This design comes from an exercise in tuning for small area and a short achievable clock period on the open sky130 flow, not from production work. At most, simulation tests tie the RTL to the original design; equivalence was not proved. No driver is modelled on the clock port, so clock power and skew are understated where the tree is cut down; a real chip needs a root buffer or a tree. Power is estimated from default activity; no workload was simulated.

== the previous run ==
==> module accumulator_sum, before the edit <==
module accumulator_sum (
    input  logic        clk,
    input  logic        rst,
    input  logic        start,
    input  logic        clear,
    input  logic [3:0]  data_in_a,
    input  logic [3:0]  data_in_b,
    output logic [3:0]  data_out,
    output logic        data_out_valid,
    output logic        result_complete,
    output logic        ready,
    output logic        response
);
    logic        s_q;          
    logic        r_q;          
    logic [3:0]  c_q;          
    logic        ready_q, valid_q, complete_q, resp_q;
    logic [31:0] acc_q;        
    logic [3:0]  hi_q;         
    logic [1:0]  cy_q;         
    logic        zq;           
    logic [3:0]  p_q, g_q;
    wire idle    = !s_q && !r_q;
    wire sum_go  = idle && start && !clear;
    wire rd_go   = idle && start && clear;
    wire s_last  = s_q && (c_q == 4'd7);
    wire r_last  = r_q && (c_q == 4'd15);
    wire fold_last = idle && !ready_q;
    wire fold    = s_q || fold_last;
    wire en      = fold || r_q;
    wire cy_mid  = (s_q && c_q != 4'd1) || fold_last;
    wire [3:0] lo  = zq ? 4'd0 : acc_q[3:0];
    wire [3:0] fs  = lo ^ p_q;
    wire [4:0] fc  = {(g_q | (p_q & lo)), 1'b0};
    wire [5:0] nib = {2'b00, fs} + {1'b0, fc} + {4'b0000, (cy_mid ? cy_q : 2'b00)};
    always_ff @(posedge clk) begin
        if (r_q)
            p_q <= (c_q == 4'd14) ? hi_q : lo;
        else
            p_q <= data_in_a ^ data_in_b;
        g_q <= data_in_a & data_in_b;
    end
    always_ff @(posedge clk) begin
        c_q <= sum_go ? 4'd1 : rd_go ? 4'd6 : c_q + 4'd1;
    end
    always_ff @(posedge clk) begin
        if (rst) begin
            s_q        <= 1'b0;
            r_q        <= 1'b0;
            ready_q    <= 1'b1;
            valid_q    <= 1'b0;
            complete_q <= 1'b0;
            resp_q     <= 1'b0;
        end else begin
            ready_q    <= idle || r_last;
            valid_q    <= r_q && !r_last;
            complete_q <= r_last;
            resp_q     <= (s_q && c_q == 4'd6) || (r_q && c_q == 4'd13);
            s_q        <= sum_go || (s_q && !s_last);
            r_q        <= rd_go || (r_q && !r_last);
        end
    end
    always_ff @(posedge clk) begin
        if (en)
            acc_q <= {nib[3:0], acc_q[31:4]};
    end
    always_ff @(posedge clk) begin
        if (rst) begin
            cy_q <= 2'b00;
            hi_q <= 4'd0;
            zq   <= 1'b1;
        end else begin
            cy_q <= fold ? nib[5:4] : 2'b00;
            if (r_last)
                hi_q <= 4'd0;
            else
                hi_q <= hi_q + {2'b00, (cy_mid ? 2'b00 : cy_q)};
            if (r_last)
                zq <= 1'b1;
            else if (fold_last)
                zq <= 1'b0;
        end
    end
    assign data_out        = p_q;
    assign data_out_valid  = valid_q;
    assign result_complete = complete_q;
    assign ready           = ready_q;
    assign response        = resp_q;
endmodule
Settings: LEC_CHECK=0, CAP_MARGIN=20, CORE_MARGIN=2, CORE_UTILIZATION=40, SLEW_MARGIN=20; clock period 10.0 ns.
standard.sh (not shown) runs the stock make flow with config.mk's settings and CLKGATE_MAP_FILE= SYNTH_SCRIPT=/design/flow/synth_recipe.tcl, a recipe that flattens the netlist after the stock synthesis.
==> flow/flow/run.sh <==
#!/bin/bash
# Standard ORFS layout with a few settings changed:
#  - abc maps with an area script (flow/abc_area.script; ORFS's scripts are copied so that
#    only this one file differs), and no full/half-adder cells,
#  - small port buffers (buf_1 instead of the slow clkdlybuf4s50_1),
#  - repair_timing aims for extra setup margin (the clock is much slower than the logic),
#  - after CTS, one level of clock buffers drives all flip-flops (flow/cts_post.tcl).
set -euo pipefail
rm -rf orfs_scripts
cp -r "$FLOW_HOME/scripts" orfs_scripts
cp flow/abc_area.script orfs_scripts/abc_area.script
bash standard.sh \
  SCRIPTS_DIR=$PWD/orfs_scripts \
  ADDER_MAP_FILE= ABC_AREA=1 \
  "BUFFER_PORTS_ARGS=-buffer_cell sky130_fd_sc_hd__buf_1" \
  SETUP_SLACK_MARGIN=7.3 \
  "CTS_ARGS=-repair_clock_nets -dont_use_dummy_load" \
  POST_CTS_TCL=$PWD/flow/cts_post.tcl FLOW_CLKBUF=sky130_fd_sc_hd__clkbuf_8 FLOW_CLKGROUPS=4 \
  finish > standard_run.log 2>&1
Other scripts of this flow, unchanged in this note and not shown: flow/flow/abc_area.script, flow/flow/cts_post.tcl
diff inputs: the previous run => the current run
--- a/flow/design.v
+++ b/flow/design.v
@@ -10,39 +10,43 @@
     output logic        result_complete,
     output logic        ready,
     output logic        response
 );
-    logic        s_q;          
-    logic        r_q;          
-    logic [3:0]  c_q;          
+    logic        s_q, r_q;
+    logic [2:0]  c_q;
     logic        ready_q, valid_q, complete_q, resp_q;
     logic [31:0] acc_q;        
     logic [3:0]  hi_q;         
     logic [1:0]  cy_q;         
     logic        zq;           
     logic [3:0]  p_q, g_q;
     wire idle    = !s_q && !r_q;
-    wire sum_go  = idle && start && !clear;
-    wire rd_go   = idle && start && clear;
-    wire s_last  = s_q && (c_q == 4'd7);
-    wire r_last  = r_q && (c_q == 4'd15);
+    wire go      = idle && start;
+    wire sum_go  = go && !clear;
+    wire rd_go   = go && clear;
+    wire s_last  = s_q && resp_q;                                    
+    wire r_hi    = r_q && resp_q;                                    
+    wire r_last  = r_q && valid_q && !resp_q && (c_q == 3'd6);       
     wire fold_last = idle && !ready_q;
     wire fold    = s_q || fold_last;
     wire en      = fold || r_q;
-    wire cy_mid  = (s_q && c_q != 4'd1) || fold_last;
+    wire cy_mid  = !r_q && !ready_q;
     wire [3:0] lo  = zq ? 4'd0 : acc_q[3:0];
     wire [3:0] fs  = lo ^ p_q;
     wire [4:0] fc  = {(g_q | (p_q & lo)), 1'b0};
     wire [5:0] nib = {2'b00, fs} + {1'b0, fc} + {4'b0000, (cy_mid ? cy_q : 2'b00)};
     always_ff @(posedge clk) begin
         if (r_q)
-            p_q <= (c_q == 4'd14) ? hi_q : lo;
+            p_q <= r_hi ? hi_q : lo;
         else
             p_q <= data_in_a ^ data_in_b;
         g_q <= data_in_a & data_in_b;
     end
     always_ff @(posedge clk) begin
-        c_q <= sum_go ? 4'd1 : rd_go ? 4'd6 : c_q + 4'd1;
+        if (go)
+            c_q <= clear ? 3'd6 : 3'd0;
+        else if (!resp_q)
+            c_q <= c_q + 3'd1;
     end
     always_ff @(posedge clk) begin
         if (rst) begin
             s_q        <= 1'b0;
@@ -54,9 +58,9 @@
         end else begin
             ready_q    <= idle || r_last;
             valid_q    <= r_q && !r_last;
             complete_q <= r_last;
-            resp_q     <= (s_q && c_q == 4'd6) || (r_q && c_q == 4'd13);
+            resp_q     <= !idle && (c_q == 3'd5);
             s_q        <= sum_go || (s_q && !s_last);
             r_q        <= rd_go || (r_q && !r_last);
         end
     end
Notes after the runs:
- Going from the previous run to the current run, share of the clock period used by the worst path after layout has decreased, areal power density over the cells moved down.
- Diff the previous run -> the current run | filler cell count | down by a few percent
- The previous run → the current run: time the final worst path needs with I/O delays and setup fell by 0.051 ns; setup slack of the critical path after layout rose by 0.051 ns; utilization fell by 0.47 points.
For the previous run, only the layout was checked, not whether the RTL still works. In every run of this note, the design's own scripts or RTL, not TritonCTS, make the clock network.

-- separate check: timing with driven ports --
Ports are ideal in the flow. The routed layouts listed here were re-timed in OpenROAD. Step 1, drivers: a clkbuf_16 drives clk and a buf_2 each remaining input, both assumed. Step 2, shift: input delay + t, output delay - t, t = (earliest + latest rising clock arrival at the registers) / 2. This alone moves slack from input paths to output paths. Three values: ideal, step 1, step 2; two values: the first two.
run | t (ns) | setup slack, ns | worst setup path after step 2 | clock arrival spread, ns
the previous run | 0.198 | 7.334 / 7.301 / 7.167 | input to register | 0.011 / 0.011
the current run | 0.196 | 7.384 / 7.331 / 7.225 | input to register | 0.005 / 0.006
After both steps setup and hold are still met in every run listed. The setup slack of the previous run, which loses most, moves by -0.033 ns with the drivers and by -0.167 ns with both steps.
